This design comes from an exercise in tuning for small area on the open sky130 flow, not from production work.
RTL that was checked went through simulation tests only; none was proved equivalent to the original.
Only the layout flow was run in run 1; the RTL was not checked for function there.
No activity file was given, so power comes from the tool's default toggle rates.

--- design/flow/run.sh ---
#!/bin/bash
# synth_recipe.tcl (not shown) runs the flow's synth.tcl, then flattens the netlist and writes it again
# the make line also repeats each setting of config.mk as NAME=value (left out here)
make -C /OpenROAD-flow-scripts/flow DESIGN_CONFIG=/design/flow/config.mk WORK_HOME=/design/flow/orfs CLKGATE_MAP_FILE= SYNTH_SCRIPT=/design/flow/synth_recipe.tcl finish
--- design/flow/design.v ---
module control
#(
    parameter NB_COUNTER = 2                 
)
(
    output [NB_COUNTER - 1 : 0] o_counter,   
    input                       i_rst    ,   
    input                       clk          
);
    reg [NB_COUNTER - 1 : 0] counter;        
    always @(posedge clk) begin
        if (i_rst) begin
            counter <= {NB_COUNTER{1'b0}};
        end
        else begin
            if (counter == 2'b11) begin
                counter <= 2'b00;
            end
            else begin
                counter <= counter + 1'b1;
            end
        end
    end
    assign o_counter = counter;
endmodule
module prbs9
#(
    parameter NB_REG = 9           ,   
    parameter SEED   = 9'b110101010    
)
(
    output           o_out_bit,        
    output [8 : 1]   o_past   ,        
    input            i_init   ,        
    input            i_step   ,        
    input            i_rst    ,        
    input            clk               
);
    reg [NB_REG - 1 : 0] bit_reg;
    reg [8 : 1]          past   ;
    always @(posedge clk) begin
        if (i_rst) begin
            bit_reg <= {NB_REG{1'b0}};
            past    <= 8'd0;
        end
        else if (~i_init)
            bit_reg <= SEED;
        else if (i_step) begin
            bit_reg <= {bit_reg[NB_REG - 2 : 0], bit_reg[8] ^ bit_reg[4]};
            past    <= {past[7 : 1], bit_reg[8]};
        end
    end
    assign o_out_bit = bit_reg[NB_REG - 1];
    assign o_past    = past;
endmodule
module fir_filter
#(
    parameter NB_OUTPUT = 12
)
(
    output signed [NB_OUTPUT - 1 : 0] o_data ,
    input                             i_valid,    
    input         [1 : 0]             i_phase,    
    input         [1 : 0]             i_back ,    
    input         [8 : 1]             i_past      
);
    reg  [4 : 0] sym;
    integer j;
    always @(*) begin
        for (j = 0; j < 5; j = j + 1)
            sym[j] = i_past[j + 1 + i_back];
    end
    reg signed [NB_OUTPUT - 1 : 0] rom;
    always @(*) begin
        case ({i_phase, sym})
            7'd0: rom = 12'h3fe;
            7'd1: rom = 12'h3fe;
            7'd2: rom = 12'h400;
            7'd3: rom = 12'h400;
            7'd4: rom = 12'h3fe;
            7'd5: rom = 12'h3fe;
            7'd6: rom = 12'h400;
            7'd7: rom = 12'h400;
            7'd8: rom = 12'hbfe;
            7'd9: rom = 12'hbfe;
            7'd10: rom = 12'hc00;
            7'd11: rom = 12'hc00;
            7'd12: rom = 12'hbfe;
            7'd13: rom = 12'hbfe;
            7'd14: rom = 12'hc00;
            7'd15: rom = 12'hc00;
            7'd16: rom = 12'h400;
            7'd17: rom = 12'h400;
            7'd18: rom = 12'h402;
            7'd19: rom = 12'h402;
            7'd20: rom = 12'h400;
            7'd21: rom = 12'h400;
            7'd22: rom = 12'h402;
            7'd23: rom = 12'h402;
            7'd24: rom = 12'hc00;
            7'd25: rom = 12'hc00;
            7'd26: rom = 12'hc02;
            7'd27: rom = 12'hc02;
            7'd28: rom = 12'hc00;
            7'd29: rom = 12'hc00;
            7'd30: rom = 12'hc02;
            7'd31: rom = 12'hc02;
            7'd32: rom = 12'h3e3;
            7'd33: rom = 12'h3db;
            7'd34: rom = 12'h459;
            7'd35: rom = 12'h451;
            7'd36: rom = 12'h1cb;
            7'd37: rom = 12'h1c3;
            7'd38: rom = 12'h241;
            7'd39: rom = 12'h239;
            7'd40: rom = 12'hccb;
            7'd41: rom = 12'hcc3;
            7'd42: rom = 12'hd41;
            7'd43: rom = 12'hd39;
            7'd44: rom = 12'hab3;
            7'd45: rom = 12'haab;
            7'd46: rom = 12'hb29;
            7'd47: rom = 12'hb21;
            7'd48: rom = 12'h4df;
            7'd49: rom = 12'h4d7;
            7'd50: rom = 12'h555;
            7'd51: rom = 12'h54d;
            7'd52: rom = 12'h2c7;
            7'd53: rom = 12'h2bf;
            7'd54: rom = 12'h33d;
            7'd55: rom = 12'h335;
            7'd56: rom = 12'hdc7;
            7'd57: rom = 12'hdbf;
            7'd58: rom = 12'he3d;
            7'd59: rom = 12'he35;
            7'd60: rom = 12'hbaf;
            7'd61: rom = 12'hba7;
            7'd62: rom = 12'hc25;
            7'd63: rom = 12'hc1d;
            7'd64: rom = 12'h3e7;
            7'd65: rom = 12'h3c5;
            7'd66: rom = 12'h4dd;
            7'd67: rom = 12'h4bb;
            7'd68: rom = 12'hf1b;
            7'd69: rom = 12'hef9;
            7'd70: rom = 12'h011;
            7'd71: rom = 12'hfef;
            7'd72: rom = 12'hf1b;
            7'd73: rom = 12'hef9;
            7'd74: rom = 12'h011;
            7'd75: rom = 12'hfef;
            7'd76: rom = 12'ha4f;
            7'd77: rom = 12'ha2d;
            7'd78: rom = 12'hb45;
            7'd79: rom = 12'hb23;
            7'd80: rom = 12'h4dd;
            7'd81: rom = 12'h4bb;
            7'd82: rom = 12'h5d3;
            7'd83: rom = 12'h5b1;
            7'd84: rom = 12'h011;
            7'd85: rom = 12'hfef;
            7'd86: rom = 12'h107;
            7'd87: rom = 12'h0e5;
            7'd88: rom = 12'h011;
            7'd89: rom = 12'hfef;
            7'd90: rom = 12'h107;
            7'd91: rom = 12'h0e5;
            7'd92: rom = 12'hb45;
            7'd93: rom = 12'hb23;
            7'd94: rom = 12'hc3b;
            7'd95: rom = 12'hc19;
            7'd96: rom = 12'h3f6;
            7'd97: rom = 12'h3c8;
            7'd98: rom = 12'h4f2;
            7'd99: rom = 12'h4c4;
            7'd100: rom = 12'hcde;
            7'd101: rom = 12'hcb0;
            7'd102: rom = 12'hdda;
            7'd103: rom = 12'hdac;
            7'd104: rom = 12'h1de;
            7'd105: rom = 12'h1b0;
            7'd106: rom = 12'h2da;
            7'd107: rom = 12'h2ac;
            7'd108: rom = 12'hac6;
            7'd109: rom = 12'ha98;
            7'd110: rom = 12'hbc2;
            7'd111: rom = 12'hb94;
            7'd112: rom = 12'h46c;
            7'd113: rom = 12'h43e;
            7'd114: rom = 12'h568;
            7'd115: rom = 12'h53a;
            7'd116: rom = 12'hd54;
            7'd117: rom = 12'hd26;
            7'd118: rom = 12'he50;
            7'd119: rom = 12'he22;
            7'd120: rom = 12'h254;
            7'd121: rom = 12'h226;
            7'd122: rom = 12'h350;
            7'd123: rom = 12'h322;
            7'd124: rom = 12'hb3c;
            7'd125: rom = 12'hb0e;
            7'd126: rom = 12'hc38;
            7'd127: rom = 12'hc0a;
            default: rom = 12'h000;
        endcase
    end
    assign o_data = i_valid ? rom : {NB_OUTPUT{1'b0}};
endmodule
module downsampler
(
    output reg         o_valid ,                   
    output reg [1 : 0] o_phase ,                   
    output reg [1 : 0] o_back  ,                   
    input              i_valid ,                   
    input      [1 : 0] i_phase ,                   
    input      [1 : 0] i_select,                   
    input              i_strobe,                   
    input              i_step  ,                   
    input              i_rst   ,                   
    input              clk                         
);
    reg [2 : 0] slot [3 : 0];
    reg         step_d;                            
    wire [2 : 0] sel = slot[i_select];
    wire [1 : 0] back = {1'b0, &sel[1:0]} + {1'b0, (&i_select) & step_d} + {1'b0, i_step};
    integer ptr;
    always @(posedge clk) begin
        if (i_rst) begin
            for (ptr = 0; ptr < 4; ptr = ptr + 1)
                slot[ptr] <= 3'b000;
            step_d  <= 1'b0;
            o_valid <= 1'b0;
            o_phase <= 2'b00;
            o_back  <= 2'b00;
        end
        else begin
            slot[0] <= {i_valid, i_phase};
            for (ptr = 1; ptr < 4; ptr = ptr + 1)
                slot[ptr] <= slot[ptr - 1];
            if (i_strobe) begin
                step_d  <= i_step;
                o_valid <= sel[2];
                o_phase <= sel[1:0];
                o_back  <= back;
            end
        end
    end
endmodule
module ber_counter
#(
    parameter NB_BITS_REG = 1024,
    parameter NB_COUNT    = 9   ,
    parameter NB_ADDR_REG = 10  ,
    parameter NB_ERRORS   = 64  ,
    parameter NB_FINE     = 4                           
)
(
    output                       o_led     ,
    output     [NB_ERRORS   - 1 : 0] o_errors  ,
    output     [NB_ADDR_REG - 1 : 0] o_min_addr,
    output     [NB_COUNT    - 1 : 0] o_min_sum ,
    input                        i_data_sign,             
    input                        i_prbs_bit ,             
    input  [1 : 0]               i_cnt      ,             
    input                        i_ev       ,             
    input                        i_shift    ,             
    input                        i_hold     ,             
    input                        i_stop     ,             
    input                        i_wend     ,             
    input  [NB_ADDR_REG - 1 : 0] i_addr     ,             
    input                        i_rst      ,             
    input                        clk
);
    localparam N_FINE = 1 << NB_FINE;
    localparam N_TAP  = NB_BITS_REG >> NB_FINE;
    localparam NB_TAP = NB_ADDR_REG - NB_FINE;
    reg  [NB_BITS_REG - 1 : 0] hist    ;
    reg  [N_FINE      - 2 : 0] fine_s  ;                  
    reg  [N_FINE      - 2 : 0] fine_m  ;                  
    reg  [NB_COUNT    - 1 : 0] sum_reg ;
    reg  [NB_COUNT    - 1 : 0] min_sum ;
    reg  [NB_ADDR_REG - 1 : 0] min_addr;
    reg  [NB_ERRORS   - 1 : 0] errors  ;
    wire [N_TAP - 1 : 0] taps;
    genvar g;
    generate
        for (g = 0; g < N_TAP; g = g + 1) begin : g_tap
            assign taps[g] = hist[g << NB_FINE];
        end
    endgenerate
    wire [NB_TAP - 1 : 0] tap_sel = i_cnt[0] ? i_addr  [NB_ADDR_REG - 1 -: NB_TAP]
                                             : min_addr[NB_ADDR_REG - 1 -: NB_TAP];
    wire                  tap_s   = taps[tap_sel];
    reg                   tap_m;
    always @(posedge clk)
        tap_m <= tap_s;
    wire [N_FINE - 1 : 0] line_s = {fine_s, tap_s};
    wire [N_FINE - 1 : 0] line_m = {fine_m, tap_m};
    wire                  bit_s  = line_s[i_addr  [NB_FINE - 1 : 0]];
    wire                  bit_m  = (&min_addr) ? fine_s[N_FINE - 2]
                                               : line_m[min_addr[NB_FINE - 1 : 0]];
    wire search = i_ev & ~i_stop;
    wire upd    = search & i_wend & ((i_addr == {NB_ADDR_REG{1'b0}}) | (sum_reg < min_sum));
    reg prbs_bit_d;
    always @(posedge clk)
        prbs_bit_d <= i_prbs_bit;
    always @(posedge clk)
        hist <= ({NB_BITS_REG{i_shift}} & {hist[NB_BITS_REG - 2 : 0], prbs_bit_d}) |
                ({NB_BITS_REG{i_hold }} &  hist);
    always @(posedge clk) begin
        if (i_ev) begin
            fine_s <= {fine_s[N_FINE - 3 : 0], tap_s};
            fine_m <= {fine_m[N_FINE - 3 : 0], tap_m};
        end
    end
    always @(posedge clk) begin
        if (i_rst) begin
            sum_reg  <= {NB_COUNT{1'b0}};
            min_sum  <= {NB_COUNT{1'b0}};
            min_addr <= {NB_ADDR_REG{1'b0}};
            errors   <= {NB_ERRORS{1'b0}};
        end
        else begin
            if (search) begin
                if (i_wend)
                    sum_reg <= {NB_COUNT{1'b0}};
                else
                    sum_reg <= sum_reg + (bit_s ^ i_data_sign);
            end
            if (upd) begin
                min_sum  <= sum_reg;
                min_addr <= i_addr;
            end
            if (i_ev & i_stop)
                errors <= errors + (bit_m ^ i_data_sign);
        end
    end
    assign o_led      = (min_sum == {NB_COUNT{1'b0}});
    assign o_errors   = errors  ;
    assign o_min_addr = min_addr;
    assign o_min_sum  = min_sum ;
endmodule
module top
#(
    parameter NB_LEDS        = 4           ,
    parameter NB_SW          = 4           ,
    parameter NB_COUNTER     = 2           ,   
    parameter NB_REG         = 9           ,   
    parameter SEED_I         = 9'b110101010,   
    parameter SEED_Q         = 9'b111111110,   
    parameter NB_OUTPUT      = 12          ,   
    parameter NB_BITS_REG    = 1024        ,   
    parameter NB_COUNT       = 9           ,
    parameter NB_ADDR_REG    = 10          ,
    parameter NB_ERRORS      = 64          ,
    parameter NB_FINE        = 4               
)
(
    output [NB_LEDS - 1  : 0] o_led,
    output [NB_OUTPUT   - 1 : 0] o_tx_i      ,   
    output [NB_OUTPUT   - 1 : 0] o_tx_q      ,   
    output [NB_OUTPUT   - 1 : 0] o_rx_i      ,   
    output [NB_OUTPUT   - 1 : 0] o_rx_q      ,   
    output [NB_ERRORS   - 1 : 0] o_errors_i  ,   
    output [NB_ERRORS   - 1 : 0] o_errors_q  ,   
    output [NB_ADDR_REG - 1 : 0] o_min_addr_i,   
    output [NB_ADDR_REG - 1 : 0] o_min_addr_q,   
    output [NB_COUNT    - 1 : 0] o_min_sum_i ,   
    output [NB_COUNT    - 1 : 0] o_min_sum_q ,   
    output                       o_lock_i    ,   
    output                       o_lock_q    ,   
    input  [NB_SW   - 1  : 0] i_sw ,
    input                     i_rst,
    input                     clk
);
    wire                      rst = ~i_rst;
    wire [NB_COUNTER - 1 : 0] cnt;
    wire                      strobe = (cnt == 2'b11);
    assign o_led[NB_LEDS - 1 : 2] = {(NB_LEDS - 2){1'b0}};
    control
    #(
        .NB_COUNTER(NB_COUNTER)
    )
        u_control
        (
            .o_counter (cnt),
            .i_rst     (rst),
            .clk       (clk)
        );
    reg          init ;                  
    reg          tx_valid;               
    reg  [1 : 0] tx_phase;               
    wire         step = i_sw[0] & strobe;
    always @(posedge clk) begin
        if (rst) begin
            init     <= 1'b0;
            tx_valid <= 1'b0;
            tx_phase <= 2'b00;
        end
        else begin
            init <= 1'b1;
            if (i_sw[0]) begin
                tx_valid <= 1'b1;
                tx_phase <= cnt;
            end
        end
    end
    wire         bit_i, bit_q;
    wire [8 : 1] past_i, past_q;
    prbs9 #(.NB_REG(NB_REG), .SEED(SEED_I)) u_prbs9_I
        (.o_out_bit(bit_i), .o_past(past_i), .i_init(init), .i_step(step), .i_rst(rst), .clk(clk));
    prbs9 #(.NB_REG(NB_REG), .SEED(SEED_Q)) u_prbs9_Q
        (.o_out_bit(bit_q), .o_past(past_q), .i_init(init), .i_step(step), .i_rst(rst), .clk(clk));
    wire [1 : 0] tx_back = {1'b0, &tx_phase};
    fir_filter #(.NB_OUTPUT(NB_OUTPUT)) u_fir_tx_I
        (.o_data(o_tx_i), .i_valid(tx_valid), .i_phase(tx_phase), .i_back(tx_back), .i_past(past_i));
    fir_filter #(.NB_OUTPUT(NB_OUTPUT)) u_fir_tx_Q
        (.o_data(o_tx_q), .i_valid(tx_valid), .i_phase(tx_phase), .i_back(tx_back), .i_past(past_q));
    wire         rx_valid;
    wire [1 : 0] rx_phase, rx_back;
    downsampler u_downsampler
        (
            .o_valid  (rx_valid  ),
            .o_phase  (rx_phase  ),
            .o_back   (rx_back   ),
            .i_valid  (tx_valid  ),
            .i_phase  (tx_phase  ),
            .i_select (i_sw[3:2] ),
            .i_strobe (strobe    ),
            .i_step   (step      ),
            .i_rst    (rst       ),
            .clk      (clk       )
        );
    fir_filter #(.NB_OUTPUT(NB_OUTPUT)) u_fir_rx_I
        (.o_data(o_rx_i), .i_valid(rx_valid), .i_phase(rx_phase), .i_back(rx_back), .i_past(past_i));
    fir_filter #(.NB_OUTPUT(NB_OUTPUT)) u_fir_rx_Q
        (.o_data(o_rx_q), .i_valid(rx_valid), .i_phase(rx_phase), .i_back(rx_back), .i_past(past_q));
    reg  [NB_COUNT    - 1 : 0] win_cnt ;
    reg  [NB_ADDR_REG - 1 : 0] cand    ;
    reg                        stop_cal;
    reg                        hist_shift, hist_hold;
    wire rx_ev = i_sw[1] & strobe;
    wire wend  = &win_cnt;
    always @(posedge clk) begin
        if (rst) begin
            win_cnt  <= {NB_COUNT{1'b0}};
            cand     <= {NB_ADDR_REG{1'b0}};
            stop_cal <= 1'b0;
        end
        else if (rx_ev & ~stop_cal) begin
            win_cnt <= win_cnt + 1'b1;
            if (wend) begin
                if (&cand)
                    stop_cal <= 1'b1;
                else
                    cand <= cand + 1'b1;
            end
        end
    end
    always @(posedge clk) begin
        hist_shift <=  rx_ev & ~rst;
        hist_hold  <= ~rx_ev & ~rst;
    end
    assign o_lock_i = stop_cal;
    assign o_lock_q = stop_cal;
    ber_counter
    #(
        .NB_BITS_REG (NB_BITS_REG),
        .NB_COUNT    (NB_COUNT   ),
        .NB_ADDR_REG (NB_ADDR_REG),
        .NB_ERRORS   (NB_ERRORS  ),
        .NB_FINE     (NB_FINE    )
    )
        u_ber_counter_I
        (
            .o_led       (o_led[0]            ),
            .o_errors    (o_errors_i          ),
            .o_min_addr  (o_min_addr_i        ),
            .o_min_sum   (o_min_sum_i         ),
            .i_data_sign (o_rx_i[NB_OUTPUT-1] ),
            .i_prbs_bit  (bit_i               ),
            .i_cnt       (cnt                 ),
            .i_ev        (rx_ev               ),
            .i_shift     (hist_shift          ),
            .i_hold      (hist_hold           ),
            .i_stop      (stop_cal            ),
            .i_wend      (wend                ),
            .i_addr      (cand                ),
            .i_rst       (rst                 ),
            .clk         (clk                 )
        );
    ber_counter
    #(
        .NB_BITS_REG (NB_BITS_REG),
        .NB_COUNT    (NB_COUNT   ),
        .NB_ADDR_REG (NB_ADDR_REG),
        .NB_ERRORS   (NB_ERRORS  ),
        .NB_FINE     (NB_FINE    )
    )
        u_ber_counter_Q
        (
            .o_led       (o_led[1]            ),
            .o_errors    (o_errors_q          ),
            .o_min_addr  (o_min_addr_q        ),
            .o_min_sum   (o_min_sum_q         ),
            .i_data_sign (o_rx_q[NB_OUTPUT-1] ),
            .i_prbs_bit  (bit_q               ),
            .i_cnt       (cnt                 ),
            .i_ev        (rx_ev               ),
            .i_shift     (hist_shift          ),
            .i_hold      (hist_hold           ),
            .i_stop      (stop_cal            ),
            .i_wend      (wend                ),
            .i_addr      (cand                ),
            .i_rst       (rst                 ),
            .clk         (clk                 )
        );
endmodule
--- design/flow/constraint.sdc ---
create_clock -name core_clock -period 9.0 [get_ports {clk}]
set_input_delay 1.8000 -clock core_clock [delete_from_list [all_inputs] [get_ports {clk}]]
set_output_delay 1.8000 -clock core_clock [all_outputs]
set_load 0.01 [all_outputs]
--- design/flow/config.mk ---
export PLATFORM = sky130hd
export DESIGN_NAME = top
export DESIGN_NICKNAME = top
export VERILOG_FILES = /design/flow/design.v
export SDC_FILE = /design/flow/constraint.sdc
export NUM_CORES = 4
export LEC_CHECK = 0
export CAP_MARGIN = 20
export CORE_MARGIN = 2
export CORE_UTILIZATION = 75
export CTS_BUF_LIST = sky130_fd_sc_hd__clkbuf_16
export CTS_CLUSTER_DIAMETER = 60
export CTS_CLUSTER_SIZE = 30
export PLACE_DENSITY = 0.85
export SLEW_MARGIN = 20
==> run summary, run 1 <==
Post-route DRC: 0
Mean Syn Cell Area: 11.7 sq um
Final TNS setup: 0 ns
CP endpoint kind: primary output
Pleak: 32.6 nW
cts-stage hold buffer count: 0
Post-CTS Setup Inserts: 0
total grt overflow: 0
Least-Margin Pin Slew: 1.18 ns
first-pass GRT wire length: 265000 microns
RSZ-0062 raised after global routing: no
die span in y: 331 microns
delay-heaviest family, CP: buffers and inverters
DP Wirelength: 97900 microns
post-synthesis cell count: 6877
critical path's slowest cell: clkdlybuf4s50_1
FF+latch count, synth: 2346
drt pass-1 iters: 6
via/cell ratio: 6.54
GPL Wtd Cong: 0.918
Hold WC Path Type: flip-flop to flip-flop
critical path required time: 7.20 ns
largest stage delay on the critical path: 0.82 ns
Clk pin slew, worst setup/hold paths: 0.10 ns
routed wire length: 163000 microns
Antenna Nets Post-Route: 0
Crit. path cell count: 13
Async S/R FF share, synth: 0
drt wl/cell: 19.9 microns
FMAX: 138 MHz
die area: 0.110 sq mm
worst vdd ir: 204 uV
max-slew violations: 0
Initial DRC Count: 4443
Top Registers: u_ber_counter_I.hist: 1009 flops, u_ber_counter_Q.hist: 1009 flops
cts bufs inserted: 116
Post-synth top cells: dfxtp_1, a22o_1, clkbuf_1
Max Fanout on Critical Path: 15
placement row count: 120
port bufs: 223
layout cell share with drive strength beyond 1: 0.0530
critical path class: flip-flop to primary output
Root Buffer: clkbuf_16
Startpoint Class: flip-flop
clock skew: 0.0283 ns
Ys Warns: 8
cts repair resizes: 0
Slew HR: 0.213
cell repeated most along the worst path: inv_1
Vias: 53413
post-synthesis sequential area ratio: 0.592
mapped cell area: 0.0804 sq mm
I/O pin total: 226
pin count of the biggest net entering global routing: 271
Util after Layout: 0.812
worst-path cell chain: inv_1, ha_1, mux4_2, nor2_1, a21oi_1, buf_4, inv_1, ha_1, inv_1, mux2_4, o211ai_1, o2111a_1, clkdlybuf4s50_1
Clock Tree Buf Depth: 3
Core Area: 0.107 sq mm
share of the synthesized area in the top cell type: 0.569
TritonCTS clock tree: yes
vias in the first global route: 50066
CP Launch Point: u_downsampler.o_back[1]
number of flops mapped to enable cells by yosys: 60
synth unique cells: 87
fin crit share: 0.807
status: timing/DRC/antenna clean
CP arrival: 5.46 ns
hold path cells: 0
CP Buf/Inv Count: 5
worst reg2reg path depth: 22
Area Growth Syn to Fin: 7.84%
worst skew pair latency: 0.75 ns
Max-Cap Viols: 0
top-count cell post-synth: dfxtp_1
pwr/cell area: 198 mW/mm^2
Clock Sinks: 2346
DIE WIDTH: 331 microns
CTS H-tree depth: 3
synth top area cells: dfxtp_1, a22o_1, clkbuf_1
Fin. Hold Viols: 0
RR Startpoint: u_downsampler.o_back[1]
final setup fails: 0
Hold Crit Start: u_prbs9_Q.bit_reg[8]
area leader, netlist: dfxtp_1
Synth Flop Type: dfxtp_1
Initial Utilization: 0.753
min Tclk post-route: 7.26 ns
overall routing resource usage: 0.285
fin nets: 6780
antenna violations before repair: 0
==> power breakdown <==
group          leakage (nW)  internal (mW)  switching [mW]
logic                  11.7         0.0763           0.288
registers              19.0           10.4          0.0206
clock network          2.00           2.81            3.54
total                  32.6           13.3            3.84
==> metrics by stage <==
| step | instance area [sq um] | hold WS [ns] | power, mW | setup slack, ns | cells |
|---|---|---|---|---|---|
| 2_1_floorplan | 80400 | 0.376 | 11.0 | 3.29 | 6878 |
| 3_3_place_gp | 82500 | 0.417 | 11.0 | 2.52 | 7944 |
| 3_5_place_dp | 82500 | 0.414 | 11.0 | 2.35 | 7944 |
| 4_1_cts | 86600 | 0.425 | 17.2 | 1.67 | 8162 |
| 5_1_grt | 86700 | 0.432 | 17.6 | 1.39 | 8164 |
| 6_report | 86700 | 0.421 | 17.2 | 1.74 | 8165 |
==> path summary, 6_finish.rpt <==
kind	endpoint	slack, ns
max	o_rx_i[11]	1.74
min	u_ber_counter_Q.prbs_bit_d	0.42
min reg2reg	u_ber_counter_Q.prbs_bit_d	0.42
max reg2reg	u_ber_counter_I.errors[52]	2.40
==> metal layers <==
metal  track usage  wire length (microns)  vias to the layer above
li1              -                      -                    25536
met1         0.403                  74200                    26334
met2         0.454                  75700                     1278
met3        0.0409                   8360                      265
met4        0.0936                   4620                        0
met5             0                      0                        -
==> layout by cell type, fill, tap and decap left out, types with 24 or more instances in the layout <==
| master | count |
|---|---|
| a22o_1 | 2020 |
| o21ai_0 | 133 |
| inv_6 | 30 |
| mux4_2 | 48 |
| ha_1 | 112 |
| mux2i_1 | 69 |
| a21oi_1 | 165 |
| nand2_1 | 268 |
| or3_1 | 24 |
| edfxtp_1 | 60 |
| xor2_1 | 93 |
| dfxtp_1 | 2283 |
| clkbuf_16 | 120 |
| o211ai_1 | 25 |
| nor2_1 | 258 |
| inv_1 | 60 |
| a31oi_1 | 26 |
| buf_4 | 31 |
| nand3_1 | 116 |
| nor3_1 | 48 |
| xnor2_1 | 71 |
| a211oi_1 | 40 |
| nand4_1 | 48 |
| and2_1 | 37 |
| clkdlybuf4s50_1 | 223 |
==> cell type report <==
cell class	instances	area [sq um]
Multi-Input combinational cell	3863	30200
Clock inverter	98	1120
Sequential cell	2346	47600
Fill cell	6143	20100
Antenna cell	1	2.50
Clock buffer	120	3000
Inverter	66	258
Timing Repair Buffer	268	2750
Tap cell	1403	1760
==> logic make-up (layout without fill, tap and decap cells) <==
family,after synthesis,after routing,synth area share
adder cells (fa/ha/maj),113,113,0.0177
flip-flops,2346,2346,0.592
AO/OA/AOI/OAI,2544,2544,0.261
buffers and inverters,669,552,0.0327
multiplexers,144,144,0.0262
other,1,3,0.0000467
AND/OR/NAND/NOR,892,892,0.0520
XOR/XNOR,168,168,0.0188
==> run 2: changes to the inputs <==
--- a/design/flow/design.v
+++ b/design/flow/design.v
@@ -70,142 +70,150 @@
         for (j = 0; j < 5; j = j + 1)
             sym[j] = i_past[j + 1 + i_back];
     end
-    reg signed [NB_OUTPUT - 1 : 0] rom;
-    always @(*) begin
-        case ({i_phase, sym})
-            7'd0: rom = 12'h3fe;
-            7'd1: rom = 12'h3fe;
-            7'd2: rom = 12'h400;
-            7'd3: rom = 12'h400;
-            7'd4: rom = 12'h3fe;
-            7'd5: rom = 12'h3fe;
-            7'd6: rom = 12'h400;
-            7'd7: rom = 12'h400;
-            7'd8: rom = 12'hbfe;
-            7'd9: rom = 12'hbfe;
-            7'd10: rom = 12'hc00;
-            7'd11: rom = 12'hc00;
-            7'd12: rom = 12'hbfe;
-            7'd13: rom = 12'hbfe;
-            7'd14: rom = 12'hc00;
-            7'd15: rom = 12'hc00;
-            7'd16: rom = 12'h400;
-            7'd17: rom = 12'h400;
-            7'd18: rom = 12'h402;
-            7'd19: rom = 12'h402;
-            7'd20: rom = 12'h400;
-            7'd21: rom = 12'h400;
-            7'd22: rom = 12'h402;
-            7'd23: rom = 12'h402;
-            7'd24: rom = 12'hc00;
-            7'd25: rom = 12'hc00;
-            7'd26: rom = 12'hc02;
-            7'd27: rom = 12'hc02;
-            7'd28: rom = 12'hc00;
-            7'd29: rom = 12'hc00;
-            7'd30: rom = 12'hc02;
-            7'd31: rom = 12'hc02;
-            7'd32: rom = 12'h3e3;
-            7'd33: rom = 12'h3db;
-            7'd34: rom = 12'h459;
-            7'd35: rom = 12'h451;
-            7'd36: rom = 12'h1cb;
-            7'd37: rom = 12'h1c3;
-            7'd38: rom = 12'h241;
-            7'd39: rom = 12'h239;
-            7'd40: rom = 12'hccb;
-            7'd41: rom = 12'hcc3;
-            7'd42: rom = 12'hd41;
-            7'd43: rom = 12'hd39;
-            7'd44: rom = 12'hab3;
-            7'd45: rom = 12'haab;
-            7'd46: rom = 12'hb29;
-            7'd47: rom = 12'hb21;
-            7'd48: rom = 12'h4df;
-            7'd49: rom = 12'h4d7;
-            7'd50: rom = 12'h555;
-            7'd51: rom = 12'h54d;
-            7'd52: rom = 12'h2c7;
-            7'd53: rom = 12'h2bf;
-            7'd54: rom = 12'h33d;
-            7'd55: rom = 12'h335;
-            7'd56: rom = 12'hdc7;
-            7'd57: rom = 12'hdbf;
-            7'd58: rom = 12'he3d;
-            7'd59: rom = 12'he35;
-            7'd60: rom = 12'hbaf;
-            7'd61: rom = 12'hba7;
-            7'd62: rom = 12'hc25;
-            7'd63: rom = 12'hc1d;
-            7'd64: rom = 12'h3e7;
-            7'd65: rom = 12'h3c5;
-            7'd66: rom = 12'h4dd;
-            7'd67: rom = 12'h4bb;
-            7'd68: rom = 12'hf1b;
-            7'd69: rom = 12'hef9;
-            7'd70: rom = 12'h011;
-            7'd71: rom = 12'hfef;
-            7'd72: rom = 12'hf1b;
-            7'd73: rom = 12'hef9;
-            7'd74: rom = 12'h011;
-            7'd75: rom = 12'hfef;
-            7'd76: rom = 12'ha4f;
-            7'd77: rom = 12'ha2d;
-            7'd78: rom = 12'hb45;
-            7'd79: rom = 12'hb23;
-            7'd80: rom = 12'h4dd;
-            7'd81: rom = 12'h4bb;
-            7'd82: rom = 12'h5d3;
-            7'd83: rom = 12'h5b1;
-            7'd84: rom = 12'h011;
-            7'd85: rom = 12'hfef;
-            7'd86: rom = 12'h107;
-            7'd87: rom = 12'h0e5;
-            7'd88: rom = 12'h011;
-            7'd89: rom = 12'hfef;
-            7'd90: rom = 12'h107;
-            7'd91: rom = 12'h0e5;
-            7'd92: rom = 12'hb45;
-            7'd93: rom = 12'hb23;
-            7'd94: rom = 12'hc3b;
-            7'd95: rom = 12'hc19;
-            7'd96: rom = 12'h3f6;
-            7'd97: rom = 12'h3c8;
-            7'd98: rom = 12'h4f2;
-            7'd99: rom = 12'h4c4;
-            7'd100: rom = 12'hcde;
-            7'd101: rom = 12'hcb0;
-            7'd102: rom = 12'hdda;
-            7'd103: rom = 12'hdac;
-            7'd104: rom = 12'h1de;
-            7'd105: rom = 12'h1b0;
-            7'd106: rom = 12'h2da;
-            7'd107: rom = 12'h2ac;
-            7'd108: rom = 12'hac6;
-            7'd109: rom = 12'ha98;
-            7'd110: rom = 12'hbc2;
-            7'd111: rom = 12'hb94;
-            7'd112: rom = 12'h46c;
-            7'd113: rom = 12'h43e;
-            7'd114: rom = 12'h568;
-            7'd115: rom = 12'h53a;
-            7'd116: rom = 12'hd54;
-            7'd117: rom = 12'hd26;
-            7'd118: rom = 12'he50;
-            7'd119: rom = 12'he22;
-            7'd120: rom = 12'h254;
-            7'd121: rom = 12'h226;
-            7'd122: rom = 12'h350;
-            7'd123: rom = 12'h322;
-            7'd124: rom = 12'hb3c;
-            7'd125: rom = 12'hb0e;
-            7'd126: rom = 12'hc38;
-            7'd127: rom = 12'hc0a;
-            default: rom = 12'h000;
-        endcase
-    end
+    wire [NB_OUTPUT - 1 : 0] rom;
+    fir_rom u_rom (.p(i_phase), .g(sym), .o(rom));
     assign o_data = i_valid ? rom : {NB_OUTPUT{1'b0}};
 endmodule
+module fir_rom(input [1:0] p, input [4:0] g, output [11:0] o);
+  wire new_n20, new_n21, new_n23, new_n24, new_n25, new_n26, new_n27, new_n28, new_n29, new_n30, new_n31, new_n32, new_n33, new_n34, new_n35, new_n37, new_n38, new_n39, new_n40, new_n41, new_n42, new_n43, new_n44, new_n45, new_n46, new_n47, new_n48, new_n49, new_n50, new_n51, new_n52, new_n53, new_n54, new_n55, new_n56, new_n57, new_n58, new_n60, new_n61, new_n62, new_n63, new_n64, new_n65, new_n66, new_n67, new_n68, new_n69, new_n70, new_n71, new_n72, new_n73, new_n74, new_n75, new_n77, new_n78, new_n80, new_n81, new_n82, new_n83, new_n84, new_n85, new_n86, new_n87, new_n88, new_n89, new_n90, new_n91, new_n92, new_n93, new_n94, new_n95, new_n97, new_n98, new_n99, new_n100, new_n101, new_n102, new_n103, new_n104, new_n105, new_n106, new_n107, new_n108, new_n109, new_n110, new_n111, new_n112, new_n113, new_n114, new_n115, new_n116, new_n117, new_n118, new_n119, new_n121, new_n122, new_n123, new_n124, new_n125, new_n126, new_n127, new_n128, new_n129, new_n130, new_n131, new_n132, new_n133, new_n134, new_n135, new_n137, new_n138, new_n139, new_n140, new_n141, new_n142, new_n143, new_n144, new_n147, new_n148, new_n149, new_n150, new_n151, new_n152, new_n153, new_n155;
+  assign new_n20 = p[0]& ~p[1];
+  assign new_n21 = ~p[0]& p[1];
+  assign o[0]= new_n20 | new_n21;
+  assign new_n23 = ~g[1]& ~g[4];
+  assign new_n24 = g[1]& g[4];
+  assign new_n25 = ~p[0]& ~new_n24;
+  assign new_n26 = ~p[1]& g[1];
+  assign new_n27 = p[0]& g[4];
+  assign new_n28 = p[1]& new_n27;
+  assign new_n29 = ~new_n26 & ~new_n28;
+  assign new_n30 = p[0]& ~new_n29;
+  assign new_n31 = ~new_n25 & ~new_n30;
+  assign new_n32 = ~new_n23 & ~new_n31;
+  assign new_n33 = p[1]& g[0];
+  assign new_n34 = new_n32 & ~new_n33;
+  assign new_n35 = ~new_n32 & new_n33;
+  assign o[1]= ~new_n34 & ~new_n35;
+  assign new_n37 = g[2]& g[3];
+  assign new_n38 = ~g[2]& ~g[3];
+  assign new_n39 = ~new_n37 & ~new_n38;
+  assign new_n40 = ~p[0]& ~p[1];
+  assign new_n41 = new_n39 & ~new_n40;
+  assign new_n42 = p[1]& g[2];
+  assign new_n43 = p[0]& p[1];
+  assign new_n44 = g[3]& ~new_n43;
+  assign new_n45 = ~new_n42 & ~new_n44;
+  assign new_n46 = ~new_n23 & ~new_n24;
+  assign new_n47 = ~p[0]& new_n39;
+  assign new_n48 = p[1]& ~g[0];
+  assign new_n49 = new_n47 & new_n48;
+  assign new_n50 = ~new_n40 & ~new_n49;
+  assign new_n51 = ~new_n45 & new_n50;
+  assign new_n52 = new_n46 & new_n51;
+  assign new_n53 = ~new_n23 & ~new_n52;
+  assign new_n54 = new_n21 & new_n37;
+  assign new_n55 = g[4]& new_n40;
+  assign new_n56 = new_n29 & ~new_n55;
+  assign new_n57 = ~new_n54 & new_n56;
+  assign new_n58 = new_n53 & new_n57;
+  assign o[11]= ~new_n45 & ~new_n58;
+  assign new_n60 = new_n41 & o[11];
+  assign new_n61 = new_n21 & ~new_n60;
+  assign new_n62 = new_n33 & new_n46;
+  assign new_n63 = ~new_n61 & new_n62;
+  assign new_n64 = new_n24 & new_n47;
+  assign new_n65 = p[1]& ~new_n64;
+  assign new_n66 = ~p[1]& ~new_n27;
+  assign new_n67 = ~new_n65 & ~new_n66;
+  assign new_n68 = ~g[1]& new_n48;
+  assign new_n69 = p[0]& ~new_n68;
+  assign new_n70 = new_n23 & ~new_n41;
+  assign new_n71 = ~new_n47 & new_n48;
+  assign new_n72 = ~new_n24 & new_n71;
+  assign new_n73 = ~new_n70 & ~new_n72;
+  assign new_n74 = ~new_n69 & ~new_n73;
+  assign new_n75 = ~new_n67 & ~new_n74;
+  assign o[2]= new_n63 | ~new_n75;
+  assign new_n77 = ~new_n46 & ~new_n55;
+  assign new_n78 = ~new_n51 & new_n77;
+  assign o[8]= new_n52 | new_n78;
+  assign new_n80 = ~new_n39 & ~o[8];
+  assign new_n81 = new_n61 & ~new_n80;
+  assign new_n82 = g[0]& ~g[1];
+  assign new_n83 = ~g[4]& ~new_n82;
+  assign new_n84 = ~new_n39 & ~new_n83;
+  assign new_n85 = new_n39 & new_n83;
+  assign new_n86 = p[0]& ~new_n85;
+  assign new_n87 = ~new_n84 & new_n86;
+  assign new_n88 = ~new_n81 & ~new_n87;
+  assign new_n89 = ~g[0]& g[1];
+  assign new_n90 = ~new_n82 & ~new_n89;
+  assign new_n91 = p[0]& new_n90;
+  assign new_n92 = ~p[1]& ~new_n23;
+  assign new_n93 = ~new_n91 & new_n92;
+  assign new_n94 = ~new_n88 & ~new_n93;
+  assign new_n95 = new_n88 & new_n93;
+  assign o[3]= ~new_n94 & ~new_n95;
+  assign new_n97 = ~g[0]& ~new_n38;
+  assign new_n98 = g[0]& ~g[3];
+  assign new_n99 = ~new_n97 & ~new_n98;
+  assign new_n100 = new_n27 & new_n99;
+  assign new_n101 = g[0]& ~new_n23;
+  assign new_n102 = new_n39 & ~new_n101;
+  assign new_n103 = ~g[3]& ~new_n23;
+  assign new_n104 = new_n25 & ~new_n103;
+  assign new_n105 = p[0]& ~g[4];
+  assign new_n106 = ~new_n99 & new_n105;
+  assign new_n107 = ~new_n104 & ~new_n106;
+  assign new_n108 = ~new_n39 & new_n107;
+  assign new_n109 = ~new_n102 & ~new_n108;
+  assign new_n110 = ~new_n100 & ~new_n109;
+  assign new_n111 = new_n65 & new_n110;
+  assign new_n112 = new_n23 & new_n40;
+  assign new_n113 = ~g[4]& ~new_n38;
+  assign new_n114 = ~new_n37 & ~new_n90;
+  assign new_n115 = ~new_n113 & new_n114;
+  assign new_n116 = new_n90 & ~new_n110;
+  assign new_n117 = ~new_n115 & ~new_n116;
+  assign new_n118 = new_n20 & ~new_n117;
+  assign new_n119 = ~new_n112 & ~new_n118;
+  assign o[4]= new_n111 | ~new_n119;
+  assign new_n121 = ~g[0]& ~new_n109;
+  assign new_n122 = ~p[0]& new_n121;
+  assign new_n123 = ~new_n97 & ~new_n122;
+  assign new_n124 = ~new_n37 & ~new_n123;
+  assign new_n125 = ~new_n38 & ~new_n110;
+  assign new_n126 = ~new_n37 & new_n110;
+  assign new_n127 = g[0]& ~new_n126;
+  assign new_n128 = ~new_n125 & new_n127;
+  assign new_n129 = g[0]& new_n109;
+  assign new_n130 = new_n125 & ~new_n129;
+  assign new_n131 = ~new_n128 & ~new_n130;
+  assign new_n132 = ~new_n124 & new_n131;
+  assign new_n133 = p[0]& new_n39;
+  assign new_n134 = new_n53 & new_n133;
+  assign new_n135 = ~new_n53 & ~new_n133;
+  assign o[9]= new_n134 | new_n135;
+  assign new_n137 = ~new_n132 & ~o[9];
+  assign new_n138 = ~new_n40 & ~new_n132;
+  assign new_n139 = ~p[1]& ~o[9];
+  assign new_n140 = ~new_n138 & ~new_n139;
+  assign new_n141 = ~new_n37 & ~o[4];
+  assign new_n142 = new_n20 & ~new_n141;
+  assign new_n143 = ~new_n38 & new_n142;
+  assign new_n144 = ~new_n140 & ~new_n143;
+  assign o[5]= ~new_n137 & ~new_n144;
+  assign o[7]= ~new_n49 & new_n57;
+  assign new_n147 = ~new_n133 & o[7];
+  assign new_n148 = ~new_n71 & ~new_n147;
+  assign new_n149 = ~g[0]& new_n57;
+  assign new_n150 = ~new_n39 & ~new_n149;
+  assign new_n151 = new_n110 & new_n150;
+  assign new_n152 = ~new_n148 & ~new_n151;
+  assign new_n153 = ~new_n20 & ~new_n152;
+  assign o[6]= ~new_n143 & ~new_n153;
+  assign new_n155 = ~new_n41 & new_n53;
+  assign o[10]= new_n60 | new_n155;
+endmodule
 module downsampler
 (
     output reg         o_valid ,                   
==> run summary, run 2 <==
Fin. Hold Viols: 0 (unchanged)
pwr/cell area: 204 mW/mm^2 (was 198 mW/mm^2)
Post-route DRC: 0 (unchanged)
DIE WIDTH: 327 microns (was 331 microns)
Async S/R FF share, synth: 0 (unchanged)
Least-Margin Pin Slew: 1.12 ns (was 1.18 ns)
placement row count: 118 (was 120)
Hold Crit Start: u_prbs9_Q.bit_reg[8] (unchanged)
placed cells: 7625 (was 7944)
combinational group share of total power: 0.020 (was 0.021)
pin count of the biggest net entering global routing: 292 (was 271)
Clock Sinks: 2346 (unchanged)
Sequential Power Share: 0.603 (was 0.609)
Hold WC Path Type: flip-flop to flip-flop (unchanged)
layout cell share with drive strength beyond 1: 0.0607 (was 0.0530)
Post-CTS Setup Inserts: 0 (unchanged)
port bufs: 223 (unchanged)
r2r endpoint: u_ber_counter_I.errors[40] (was u_ber_counter_I.errors[52])
Startpoint Class: flip-flop (unchanged)
overall routing resource usage: 0.265 (was 0.285)
commonest non-fill, non-tap cell in the layout: dfxtp_1 (unchanged)
DP Wirelength: 87100 microns (was 97900 microns)
Clock Tree Buf Depth: 3 (unchanged)
most frequent cells in the layout: dfxtp_1, a22o_1, clkdlybuf4s50_1 (was dfxtp_1, a22o_1, nand2_1)
drt pass-1 iters: 7 (was 6)
Net Sw Power: 3.86 mW (was 3.84 mW)
vias in the first global route: 46555 (was 50066)
Clk network pwr share: 0.377 (was 0.370)
routed wl met3: 5910 microns (was 8360 microns)
total grt overflow: 0 (unchanged)
top routing layer in use: met4 (unchanged)
antenna violations before repair: 0 (unchanged)
RSZ-0062 raised after global routing: no (unchanged)
Diodes inserted: 0 (was 1)
cts-stage hold buffer count: 0 (unchanged)
CTS H-tree depth: 3 (unchanged)
pre-CTS setup slack: 1.70 ns (was 2.35 ns)
Pleak: 31.9 nW (was 32.6 nW)
flop-to-flop setup slack: 1.64 ns (was 2.40 ns)
Root Buffer: clkbuf_16 (unchanged)
Slew HR: 0.255 (was 0.213)
Sw Share: 0.223 (was 0.224)
critical path required time: 7.20 ns (about the same)
synth unique cells: 91 (was 87)
Mean Syn Cell Area: 12.0 sq um (was 11.7 sq um)
TritonCTS clock tree: yes (unchanged)
Met2 Wirelength: 68700 microns (was 75700 microns)
Max Fanout on Critical Path: 16 (was 15)
Worst Hold End: u_ber_counter_Q.prbs_bit_d (unchanged)
routed wire length: 149000 microns (was 163000 microns)
Metal-1 WL: 70000 microns (was 74200 microns)
final std cells w/o fill: 7853 (was 8165)
I/O pin total: 226 (unchanged)
cts bufs inserted: 121 (was 116)
GPL Wtd Cong: 0.870 (was 0.918)
RR Startpoint: u_downsampler.o_back[0] (was u_downsampler.o_back[1])
post-synthesis sequential area ratio: 0.606 (was 0.592)
Antenna Nets Post-Route: 0 (unchanged)
Core Area: 0.104 sq mm (was 0.107 sq mm)
FMAX: 124 MHz (was 138 MHz)
worst vdd ir: 226 uV (was 204 uV)
Post-synth top cells: dfxtp_1, a22o_1, clkbuf_1 (unchanged)
CP arrival: 6.27 ns (was 5.46 ns)
Synth Flop Type: dfxtp_1 (unchanged)
status: timing/DRC/antenna clean (unchanged)
final setup fails: 0 (unchanged)
FF+latch count, synth: 2346 (unchanged)
drt wl/cell: 18.9 microns (was 19.9 microns)
Hold Worst Slack: 0.409 ns (was 0.421 ns)
mapped cell area: 0.0785 sq mm (was 0.0804 sq mm)
share of the synthesized area in the top cell type: 0.583 (was 0.569)
top-count cell post-synth: dfxtp_1 (unchanged)
CP endpoint kind: primary output (unchanged)
die span in y: 327 microns (was 331 microns)
synth top area cells: dfxtp_1, a22o_1, clkbuf_1 (unchanged)
Vias: 50419 (was 53413)
hold path cells: 0 (unchanged)
post-synthesis cell count: 6550 (was 6877)
clock skew: 0.0519 ns (was 0.0283 ns)
fin nets: 6439 (was 6780)
critical path class: flip-flop to primary output (unchanged)
Ys Warns: 8 (unchanged)
via/cell ratio: 6.42 (was 6.54)
die area: 0.107 sq mm (was 0.110 sq mm)
Final TNS setup: 0 ns (unchanged)
area leader, netlist: dfxtp_1 (unchanged)
first-pass GRT wire length: 242000 microns (was 265000 microns)
number of flops mapped to enable cells by yosys: 60 (unchanged)
Top Registers: u_ber_counter_I.hist: 1009 flops, u_ber_counter_Q.hist: 1009 flops (unchanged)
Clk pin slew, worst setup/hold paths: 0.10 ns (about the same)
worst reg2reg path depth: 21 (was 22)
cts repair resizes: 0 (unchanged)
P_int: 13.5 mW (was 13.3 mW)
Initial Utilization: 0.757 (was 0.753)
min Tclk post-route: 8.07 ns (was 7.26 ns)
worst skew pair latency: 0.76 ns (was 0.75 ns)
setup ws final: 0.933 ns (was 1.74 ns)
max-slew violations: 0 (unchanged)
Util after Layout: 0.821 (was 0.812)
fin crit share: 0.896 (was 0.807)
Max-Cap Viols: 0 (unchanged)
Area Growth Syn to Fin: 8.42% (was 7.84%)
Initial DRC Count: 4150 (was 4443)
run 2: changes by cell type in the layout (fill, tap and decap cells not counted), sizes merged, moves of 16 or more:
cell	delta
nand3	-24
xor2	-19
ha	-50
nand2	-65
nor2	-49
a21oi	-24
o21ai	-30
o211ai	-16
run 2: per-layer routing:
layer | up-vias | track usage
li1 | 24341 | -
met1 | 24916 | 0.389
met2 | 910 | 0.416
met3 | 252 | 0.0357
met4 | 0 | 0.0709
met5 | - | 0
run 2: metrics by stage:
stage                     cell area, sq um  power (mW)
after CTS                            85000        17.4
final                                85100        17.3
after floorplan                      78500        11.0
after global placement               80700        11.0
after detailed placement             80700        11.0
after global routing                 85100        17.8
run 2: critical path, stage by stage (launching register included):
cell and delay, ns:
dfxtp_1 0.73, inv_2 0.23, ha_1 0.40, ha_1 0.48, mux4_2 0.53, mux2i_1 0.24, nor2_1 0.10, ha_1 0.63
nand2b_1 0.18, nor3_1 0.22, nor3b_1 0.13, and2_1 0.23, a2111o_1 0.34, a32oi_1 0.22, xor2_1 0.17, and2_1 0.14
clkdlybuf4s50_1 0.59
run 2: area by class of cell:
| type | instances | area (sq um) |
|---|---|---|
| repair buffers | 268 | 2750 |
| multi-input cells | 3541 | 28300 |
| well taps | 1380 | 1730 |
| fillers | 6039 | 18600 |
| clock inverters | 103 | 1280 |
| clock buffers | 123 | 3080 |
| inverters | 92 | 350 |
| flip-flops and latches | 2346 | 47600 |
run 2: worst max-delay path by stage:
stage	start	depth (start not counted)	endpoint	slack [ns]
after global placement	u_downsampler.o_back[0]	16	o_rx_i[3]	1.80
final	u_downsampler.o_back[0]	16	o_rx_i[3]	0.93
after CTS	u_downsampler.o_back[0]	16	o_rx_i[3]	0.90
after detailed placement	u_downsampler.o_back[0]	16	o_rx_i[3]	1.70
after global routing	u_downsampler.o_back[0]	16	o_rx_i[3]	0.47
after floorplan	u_downsampler.o_back[0]	16	o_rx_q[5]	3.19
run 2: power groups by stage:
stage | clock network, mW | registers, mW | logic (mW)
floorplan | 0 | 10.7 | 0.287
finish | 6.54 | 10.4 | 0.339
detailed placement | 0 | 10.7 | 0.335
global placement | 0 | 10.7 | 0.331
CTS | 6.64 | 10.4 | 0.335
global route | 7.01 | 10.5 | 0.374
run 2: cells by family (layout without fill, tap and decap cells):
family	count (synthesis)	after routing	synth area share
and+or+nand+nor	770	770	0.0491
DFF	2346	2346	0.606
adders and majority gates	63	63	0.0101
other	1	2	0.0000478
muxes	137	137	0.0281
AOI/OAI and AO/OA	2426	2426	0.257
buffers and inverters	664	586	0.0332
xor gates and xnor gates	143	143	0.0160
==> run 3: changes to the inputs <==
--- a/design/flow/design.v
+++ b/design/flow/design.v
@@ -29,29 +29,57 @@
     parameter SEED   = 9'b110101010    
 )
 (
-    output           o_out_bit,        
-    output [8 : 1]   o_past   ,        
+    output           o_bit_i  ,        
+    output           o_bit_q  ,        
+    output [8 : 1]   o_past_i ,        
+    output [8 : 1]   o_past_q ,        
     input            i_init   ,        
     input            i_step   ,        
     input            i_rst    ,        
     input            clk               
 );
-    reg [NB_REG - 1 : 0] bit_reg;
-    reg [8 : 1]          past   ;
+    reg [NB_REG - 1 : 0] s    ;        
+    reg [3 : 0]          nstep;        
     always @(posedge clk) begin
         if (i_rst) begin
-            bit_reg <= {NB_REG{1'b0}};
-            past    <= 8'd0;
+            s     <= {NB_REG{1'b0}};
+            nstep <= 4'd0;
         end
-        else if (~i_init)
-            bit_reg <= SEED;
-        else if (i_step) begin
-            bit_reg <= {bit_reg[NB_REG - 2 : 0], bit_reg[8] ^ bit_reg[4]};
-            past    <= {past[7 : 1], bit_reg[8]};
+        else begin
+            if (~i_init)
+                s <= SEED;
+            else if (i_step)
+                s <= {s[NB_REG - 2 : 0], s[8] ^ s[4]};
+            if (i_step & ~nstep[3])
+                nstep <= nstep + 1'b1;
         end
     end
-    assign o_out_bit = bit_reg[NB_REG - 1];
-    assign o_past    = past;
+    wire [8 : 1] pi, pq;
+    assign pi[1] = s[0] ^ s[5];
+    assign pi[2] = s[1] ^ s[6];
+    assign pi[3] = s[2] ^ s[7];
+    assign pi[4] = s[3] ^ s[8];
+    assign pi[5] = s[4] ^ pi[1];
+    assign pi[6] = s[5] ^ pi[2];
+    assign pi[7] = s[6] ^ pi[3];
+    assign pi[8] = s[7] ^ pi[4];
+    assign pq[1] = s[6] ^ s[7];
+    assign pq[2] = s[7] ^ s[8];
+    assign pq[3] = s[0] ^ s[5] ^ s[8];
+    assign pq[4] = s[0] ^ s[1] ^ s[5] ^ s[6];
+    assign pq[5] = s[1] ^ s[2] ^ s[6] ^ s[7];
+    assign pq[6] = s[2] ^ s[3] ^ s[7] ^ s[8];
+    assign pq[7] = s[0] ^ s[3] ^ s[4] ^ s[5] ^ s[8];
+    assign pq[8] = s[0] ^ s[1] ^ s[4] ^ s[6];
+    genvar k;
+    generate
+        for (k = 1; k <= 8; k = k + 1) begin : g_past
+            assign o_past_i[k] = (nstep >= k) & pi[k];
+            assign o_past_q[k] = (nstep >= k) & pq[k];
+        end
+    endgenerate
+    assign o_bit_i = s[8];
+    assign o_bit_q = s[5] ^ s[6];
 endmodule
 module fir_filter
 #(
@@ -415,10 +443,9 @@
     end
     wire         bit_i, bit_q;
     wire [8 : 1] past_i, past_q;
-    prbs9 #(.NB_REG(NB_REG), .SEED(SEED_I)) u_prbs9_I
-        (.o_out_bit(bit_i), .o_past(past_i), .i_init(init), .i_step(step), .i_rst(rst), .clk(clk));
-    prbs9 #(.NB_REG(NB_REG), .SEED(SEED_Q)) u_prbs9_Q
-        (.o_out_bit(bit_q), .o_past(past_q), .i_init(init), .i_step(step), .i_rst(rst), .clk(clk));
+    prbs9 #(.NB_REG(NB_REG), .SEED(SEED_I)) u_prbs9
+        (.o_bit_i(bit_i), .o_bit_q(bit_q), .o_past_i(past_i), .o_past_q(past_q),
+         .i_init(init), .i_step(step), .i_rst(rst), .clk(clk));
     wire [1 : 0] tx_back = {1'b0, &tx_phase};
     fir_filter #(.NB_OUTPUT(NB_OUTPUT)) u_fir_tx_I
         (.o_data(o_tx_i), .i_valid(tx_valid), .i_phase(tx_phase), .i_back(tx_back), .i_past(past_i));
==> run summary, run 3 <==
Vias: 50144 (was 50419)
Core Area: 0.103 sq mm (was 0.104 sq mm)
delay-heaviest family, CP: compound AO/OA/AOI/OAI gates (was adder cells)
die span in y: 327 microns (about the same)
area leader, netlist: dfxtp_1 (unchanged)
cts bufs inserted: 114 (was 121)
pin count of the biggest net entering global routing: 257 (was 292)
TritonCTS clock tree: yes (unchanged)
port bufs: 223 (unchanged)
vias in the first global route: 47281 (was 46555)
largest stage delay on the critical path: 0.62 ns (was 0.73 ns)
worst reg2reg path depth: 23 (was 21)
cts-stage hold buffer count: 0 (unchanged)
number of flops mapped to enable cells by yosys: 60 (unchanged)
cts repair resizes: 0 (unchanged)
CTS H-tree depth: 3 (unchanged)
DIE WIDTH: 327 microns (about the same)
I/O pin total: 226 (unchanged)
die area: 0.107 sq mm (about the same)
r2r endpoint: u_ber_counter_I.errors[60] (was u_ber_counter_I.errors[40])
Post-synth top cells: dfxtp_1, a22o_1, clkbuf_1 (unchanged)
first-pass GRT wire length: 245000 microns (was 242000 microns)
worst skew pair latency: 0.75 ns (was 0.76 ns)
clock skew: 0.0443 ns (was 0.0519 ns)
Startpoint Class: flip-flop (unchanged)
routed wire length: 148000 microns (was 149000 microns)
status: timing/DRC/antenna clean (unchanged)
hold path cells: 0 (unchanged)
GPL Wtd Cong: 0.861 (was 0.870)
synth unique cells: 94 (was 91)
via/cell ratio: 6.43 (was 6.42)
most frequent cells in the layout: dfxtp_1, a22o_1, nor2_1 (was dfxtp_1, a22o_1, clkdlybuf4s50_1)
Post-route DRC: 0 (unchanged)
final std cells w/o fill: 7794 (was 7853)
critical path required time: 7.20 ns (about the same)
antenna violations before repair: 0 (unchanged)
critical path class: flip-flop to primary output (unchanged)
Initial DRC Count: 4111 (was 4150)
final setup fails: 0 (unchanged)
Ys Warns: 7 (was 8)
Worst Hold End: u_ber_counter_I.fine_m[6] (was u_ber_counter_Q.prbs_bit_d)
Hold Worst Slack: 0.446 ns (was 0.409 ns)
total grt overflow: 0 (unchanged)
FF+latch count, synth: 2325 (was 2346)
Hold Crit Start: u_ber_counter_I.fine_m[5] (was u_prbs9_Q.bit_reg[8])
Synth Flop Type: dfxtp_1 (unchanged)
Least-Margin Pin Slew: 1.06 ns (was 1.12 ns)
post-synthesis cell count: 6500 (was 6550)
synth top area cells: dfxtp_1, a22o_1, clkbuf_1 (unchanged)
max-slew violations: 0 (unchanged)
Fin. Hold Viols: 0 (unchanged)
commonest non-fill, non-tap cell in the layout: dfxtp_1 (unchanged)
RR Startpoint: u_prbs9.s[0] (was u_downsampler.o_back[0])
RSZ-0062 raised after global routing: no (unchanged)
min Tclk post-route: 7.58 ns (was 8.07 ns)
Clock Tree Buf Depth: 3 (unchanged)
placed cells: 7587 (was 7625)
Async S/R FF share, synth: 0 (unchanged)
Mean Syn Cell Area: 12.0 sq um (about the same)
fin crit share: 0.842 (was 0.896)
Slew HR: 0.291 (was 0.255)
Final TNS setup: 0 ns (unchanged)
worst-path cell chain: inv_1, ha_1, nand2b_1, a21oi_1, o32ai_1, o221ai_1, nand2_1, ha_1, nor2b_1, a311oi_2, o311ai_1, o311ai_0, a21o_1, a21oi_1, clkdlybuf4s50_1 (was inv_2, ha_1, ha_1, mux4_2, mux2i_1, nor2_1, ha_1, nand2b_1, nor3_1, nor3b_1, and2_1, a2111o_1, a32oi_1, xor2_1, and2_1, clkdlybuf4s50_1)
flop-to-flop setup slack: 1.71 ns (was 1.64 ns)
FMAX: 132 MHz (was 124 MHz)
share of the synthesized area in the top cell type: 0.581 (was 0.583)
overall routing resource usage: 0.269 (was 0.265)
CP endpoint kind: primary output (unchanged)
placement row count: 118 (unchanged)
critical path's slowest cell: ha_1 (was dfxtp_1)
Initial Utilization: 0.755 (was 0.757)
drt wl/cell: 19.0 microns (was 18.9 microns)
Util after Layout: 0.818 (was 0.821)
Pleak: 31.9 nW (about the same)
layout cell share with drive strength beyond 1: 0.0536 (was 0.0607)
CP Buf/Inv Count: 2 (unchanged)
mapped cell area: 0.0781 sq mm (was 0.0785 sq mm)
Diodes inserted: 0 (unchanged)
DP Wirelength: 88000 microns (was 87100 microns)
Max Fanout on Critical Path: 16 (unchanged)
Clock Sinks: 2325 (was 2346)
Post-CTS Setup Inserts: 0 (unchanged)
pwr/cell area: 201 mW/mm^2 (was 204 mW/mm^2)
post-synthesis sequential area ratio: 0.604 (was 0.606)
Hold WC Path Type: flip-flop to flip-flop (unchanged)
Antenna Nets Post-Route: 0 (unchanged)
Root Buffer: clkbuf_16 (unchanged)
Max-Cap Viols: 0 (unchanged)
drt pass-1 iters: 5 (was 7)
CP arrival: 5.78 ns (was 6.27 ns)
top-count cell post-synth: dfxtp_1 (unchanged)
Top Registers: u_ber_counter_I.hist: 1009 flops, u_ber_counter_Q.hist: 1009 flops (unchanged)
worst vdd ir: 211 uV (was 226 uV)
Clk pin slew, worst setup/hold paths: 0.10 ns (about the same)
Area Growth Syn to Fin: 8.27% (was 8.42%)
fin nets: 6395 (was 6439)
run 3: changes by cell type after synthesis, moves of 21 or more:
cell / previous run / this run
a21oi_1: 141 / 104
xor2_1: 74 / 102
nand3_1: 90 / 53
nor2_1: 208 / 240
o21ai_0: 101 / 65
dfxtp_1: 2286 / 2265
run 3: metal layers:
layer	global-route usage	vias to the layer above	wire [microns]
li1	-	24198	-
met1	0.391	24701	69300
met2	0.429	1002	69200
met3	0.0304	243	5470
met4	0.0774	0	3860
met5	0	-	0
run 3: power by group:
part | switching, mW | internal (mW)
clock network | 3.49 | 2.80
logic | 0.299 | 0.0824
registers | 0.0214 | 10.3
run 3: stage by stage:
step                power, mW  instance area [sq um]  setup WS (ns)
finish                   17.0                  84500           1.42
global route             17.5                  84500           1.01
CTS                      17.1                  84500           1.46
detailed placement       11.0                  80400           1.83
global placement         11.0                  80400           2.22
floorplan                10.9                  78100           2.32
run 3: how the worst max path moves through the flow:
stage                                       to  slack (ns)  cells after the start                     from
floorplan           u_ber_counter_I.errors[60]        2.32                     29  u_downsampler.o_back[0]
global placement    u_ber_counter_I.errors[62]        2.22                     23             u_prbs9.s[0]
detailed placement  u_ber_counter_I.errors[60]        1.83                     23             u_prbs9.s[0]
CTS                                  o_rx_q[3]        1.46                     13             u_prbs9.s[6]
global route                         o_rx_q[3]        1.01                     15         u_prbs9.nstep[1]
finish                               o_rx_q[3]        1.42                     15         u_prbs9.nstep[1]
run 3: final cells by class:
type | count | area [sq um]
flip-flops and latches | 2325 | 47200
multi-input cells | 3531 | 28500
fillers | 5937 | 18800
clock buffers | 117 | 2930
repair buffers | 268 | 2720
well taps | 1380 | 1730
clock inverters | 90 | 1210
inverters | 83 | 317
run 3: worst register-to-register path, stage by stage, from the launching register on:
cell      delay [ns]
dfxtp_1         0.63
xnor2_1         0.25
xnor2_1         0.52
a31oi_1         0.15
mux4_2          0.52
nor2_1          0.15
ha_1            0.38
inv_1           0.19
nor4_1          0.34
nor2_1          0.12
a21o_1          0.20
o21ai_0         0.40
nor2_1          0.26
xor2_1          0.23
ha_1            0.19
ha_1            0.17
nand2_1         0.08
or3_1           0.37
nor4_1          0.63
nand3b_1        0.31
nor2_1          0.37
nand2_1         0.20
or3_1           0.34
a21oi_1         0.17
run 3: cells by family after synthesis:
family                   count (synthesis)  share of synthesized area
AO/OA/AOI/OAI                         2371                      0.257
XOR/XNOR                               163                     0.0191
adder cells (fa/ha/maj)                 66                     0.0107
buffers and inverters                  645                     0.0321
flip-flops                            2325                      0.604
multiplexers                           138                     0.0284
other                                    1                  0.0000480
AND/OR/NAND/NOR                        791                     0.0490
==> run 4: changes to the inputs <==
==> design/flow/flow/run.sh (new file) <==
#!/bin/bash
# The standard layout (standard synthesis unchanged), with two changes:
# - the port buffers are the smallest buffer cell (buf_1) instead of the one
#   buffer_ports picks by default;
# - CTS inserts no dummy loads.
# make's output goes to flow_make.log; each ORFS step writes its own log
# under orfs/logs/.
set -o pipefail
bash standard.sh \
  "BUFFER_PORTS_ARGS=-buffer_cell sky130_fd_sc_hd__buf_1" \
  "CTS_ARGS=-sink_clustering_enable -repair_clock_nets -sink_clustering_size 30 -sink_clustering_max_diameter 60 -buf_list sky130_fd_sc_hd__clkbuf_16 -dont_use_dummy_load" \
  finish > flow_make.log 2>&1
==> design/flow/standard.sh (new file) <==
#!/bin/bash
# synth_recipe.tcl (not shown) runs the flow's synth.tcl, then flattens the netlist and writes it again
# the make line also repeats each setting of config.mk as NAME=value (left out here)
make -C /OpenROAD-flow-scripts/flow DESIGN_CONFIG=/design/flow/config.mk WORK_HOME=/design/flow/orfs CLKGATE_MAP_FILE= SYNTH_SCRIPT=/design/flow/synth_recipe.tcl "${@:-finish}"
removed: design/flow/run.sh
==> run summary, run 4 <==
status: timing/DRC/antenna clean (unchanged)
Core Area: 0.103 sq mm (unchanged)
synth unique cells: 94 (unchanged)
Area Growth Syn to Fin: 4.95% (was 8.27%)
min Tclk post-route: 7.48 ns (was 7.58 ns)
TritonCTS clock tree: yes (unchanged)
Least-Margin Pin Slew: 1.15 ns (was 1.06 ns)
final non-filler cell area: 0.0819 sq mm (was 0.0845 sq mm)
Fin. Hold Viols: 0 (unchanged)
Post-route DRC: 0 (unchanged)
Hold Crit Start: u_ber_counter_Q.fine_s[1] (was u_ber_counter_I.fine_m[5])
Clk pin slew, worst setup/hold paths: 0.09 ns (was 0.10 ns)
RR Startpoint: u_downsampler.o_back[0] (was u_prbs9.s[0])
Synth Flop Type: dfxtp_1 (unchanged)
critical path's slowest cell: dfxtp_1 (was ha_1)
r2r endpoint: u_ber_counter_I.errors[60] (unchanged)
via/cell ratio: 6.46 (was 6.43)
CP arrival: 8.04 ns (was 5.78 ns)
Post-CTS Setup Inserts: 0 (unchanged)
max-slew violations: 0 (unchanged)
Clock Sinks: 2325 (unchanged)
cts bufs inserted: 118 (was 114)
Initial Utilization: 0.755 (unchanged)
CTS H-tree depth: 3 (unchanged)
FF+latch count, synth: 2325 (unchanged)
synth top area cells: dfxtp_1, a22o_1, clkbuf_1 (unchanged)
fin nets: 6399 (was 6395)
die span in y: 327 microns (unchanged)
overall routing resource usage: 0.260 (was 0.269)
area leader, netlist: dfxtp_1 (unchanged)
Mean Syn Cell Area: 12.0 sq um (unchanged)
commonest non-fill, non-tap cell in the layout: dfxtp_1 (unchanged)
Max-Cap Viols: 0 (unchanged)
Post-synth top cells: dfxtp_1, a22o_1, clkbuf_1 (unchanged)
DIE WIDTH: 327 microns (unchanged)
port bufs: 223 (unchanged)
Slew HR: 0.214 (was 0.291)
antenna violations before repair: 1 (was 0)
vias in the first global route: 46619 (was 47281)
first-pass GRT wire length: 237000 microns (was 245000 microns)
placement row count: 118 (unchanged)
Hold WC Path Type: flip-flop to flip-flop (unchanged)
worst reg2reg path depth: 26 (was 23)
Clock Tree Buf Depth: 3 (unchanged)
top-count cell post-synth: dfxtp_1 (unchanged)
fin crit share: 0.831 (was 0.842)
largest stage delay on the critical path: 0.77 ns (was 0.62 ns)
drt pass-1 iters: 7 (was 5)
Root Buffer: clkbuf_16 (unchanged)
Antenna Nets Post-Route: 0 (unchanged)
total grt overflow: 0 (unchanged)
Initial DRC Count: 3958 (was 4111)
CP endpoint kind: flip-flop (was primary output)
layout cell share with drive strength beyond 1: 0.0416 (was 0.0536)
I/O pin total: 226 (unchanged)
critical path class: flip-flop to flip-flop (was flip-flop to primary output)
die area: 0.107 sq mm (unchanged)
GPL Wtd Cong: 0.869 (was 0.861)
worst skew pair latency: 0.73 ns (was 0.75 ns)
number of flops mapped to enable cells by yosys: 60 (unchanged)
routed wire length: 144000 microns (was 148000 microns)
final setup fails: 0 (unchanged)
drt wl/cell: 18.7 microns (was 19.0 microns)
cts repair resizes: 0 (unchanged)
clock skew: 0.126 ns (was 0.0443 ns)
hold path cells: 0 (unchanged)
pwr/cell area: 195 mW/mm^2 (was 201 mW/mm^2)
DP Wirelength: 85700 microns (was 88000 microns)
Ys Warns: 7 (unchanged)
Final TNS setup: 0 ns (unchanged)
Top Registers: u_ber_counter_I.hist: 1009 flops, u_ber_counter_Q.hist: 1009 flops (unchanged)
run 4: changes by cell type in the layout (fill, tap and decap cells not counted), sizes merged:
cell | before | now
bufinv | 8 | 0
inv | 125 | 79
clkbuf | 117 | 119
buf | 46 | 267
diode | 0 | 1
clkdlybuf4s50 | 222 | 0
clkinv | 36 | 4
clkinvlp | 4 | 0
run 4: cells by family (layout without fill, tap and decap cells):
group,count (synthesis),count (layout),share of synthesized area
buffers and inverters,645,469,0.0321
AOI/OAI and AO/OA,2371,2371,0.257
other,1,3,0.0000480
adders and majority gates,66,66,0.0107
xor gates and xnor gates,163,163,0.0191
and+or+nand+nor,791,791,0.0490
muxes,138,138,0.0284
DFF,2325,2325,0.604
run 4: worst max path at each step:
stage | from | endpoint | slack (ns) | cells past startpoint
3_3_place_gp | u_downsampler.o_back[0] | u_ber_counter_I.errors[62] | 1.86 | 26
4_1_cts | u_downsampler.o_back[0] | o_rx_i[5] | 1.52 | 17
3_5_place_dp | u_downsampler.o_back[0] | u_ber_counter_I.errors[60] | 1.68 | 26
5_1_grt | u_downsampler.o_back[0] | u_ber_counter_I.errors[62] | 0.68 | 26
2_1_floorplan | u_downsampler.o_back[0] | u_ber_counter_I.errors[60] | 2.32 | 29
6_report | u_downsampler.o_back[0] | u_ber_counter_I.errors[60] | 1.52 | 26
run 4: layout make-up:
cell class                 count  area [sq um]
sequential                  2325         47200
multi-input combinational   3531         28500
fill                        6300         21400
clock buffer                 118          2950
tap                         1380          1730
timing repair buffer         268          1330
inverter                      83           317
antenna                        1          2.50
run 4: through the flow:
step	power [mW]	worst slack, ns	util	std cells	hold WS [ns]
global placement	11.0	1.86	0.764	7587	0.420
CTS	16.1	1.52	0.793	7705	0.386
floorplan	10.9	2.32	-	6501	0.332
finish	16.0	1.52	0.793	7706	0.385
detailed placement	11.0	1.68	0.764	7587	0.417
global route	16.5	0.676	0.793	7706	0.395
run 4: layer usage:
layer / share of wire / global-route usage
met1: 0.48 / 0.379
met2: 0.46 / 0.411
met3: 0.036 / 0.0317
met4: 0.027 / 0.0726
met5: 0 / 0
run 4: power by group:
group / total, mW / leakage (nW) / internal, mW / switching, mW
combinational: 0.371 / 10.6 / 0.0710 / 0.300
sequential: 10.4 / 18.8 / 10.3 / 0.0210
clock: 5.28 / 1.45 / 2.32 / 2.96

==> static timing again, ports no longer ideal <==
No port has a modelled driver above. Below, the same layouts with a new extraction and two added sets of constraints. Step 1 sets driving cells, clkbuf_16 on the clock port and buf_2 on the other inputs (assumed; they add their load-dependent delay and slew). Step 2 adds t to the input delays and takes it off the output delays; t is the mean of the earliest and latest rising clock arrival at the registers after step 1. Input paths then give back, and output paths get back, about the clock's delay inside the block. Slacks: no drivers / after step 1 / after step 2; pairs: no drivers / after step 1.
run	t, ns	setup slack, ns	pins driven straight from the clock port
run 1	0.806	1.738 / 1.662 / 2.396	1
run 2	0.806	0.933 / 0.859 / 1.640	1
run 3	0.802	1.420 / 1.343 / 1.710	1
run 4	0.746	1.525 / 1.480 / 1.525	1
After both steps every run listed still meets setup and hold.
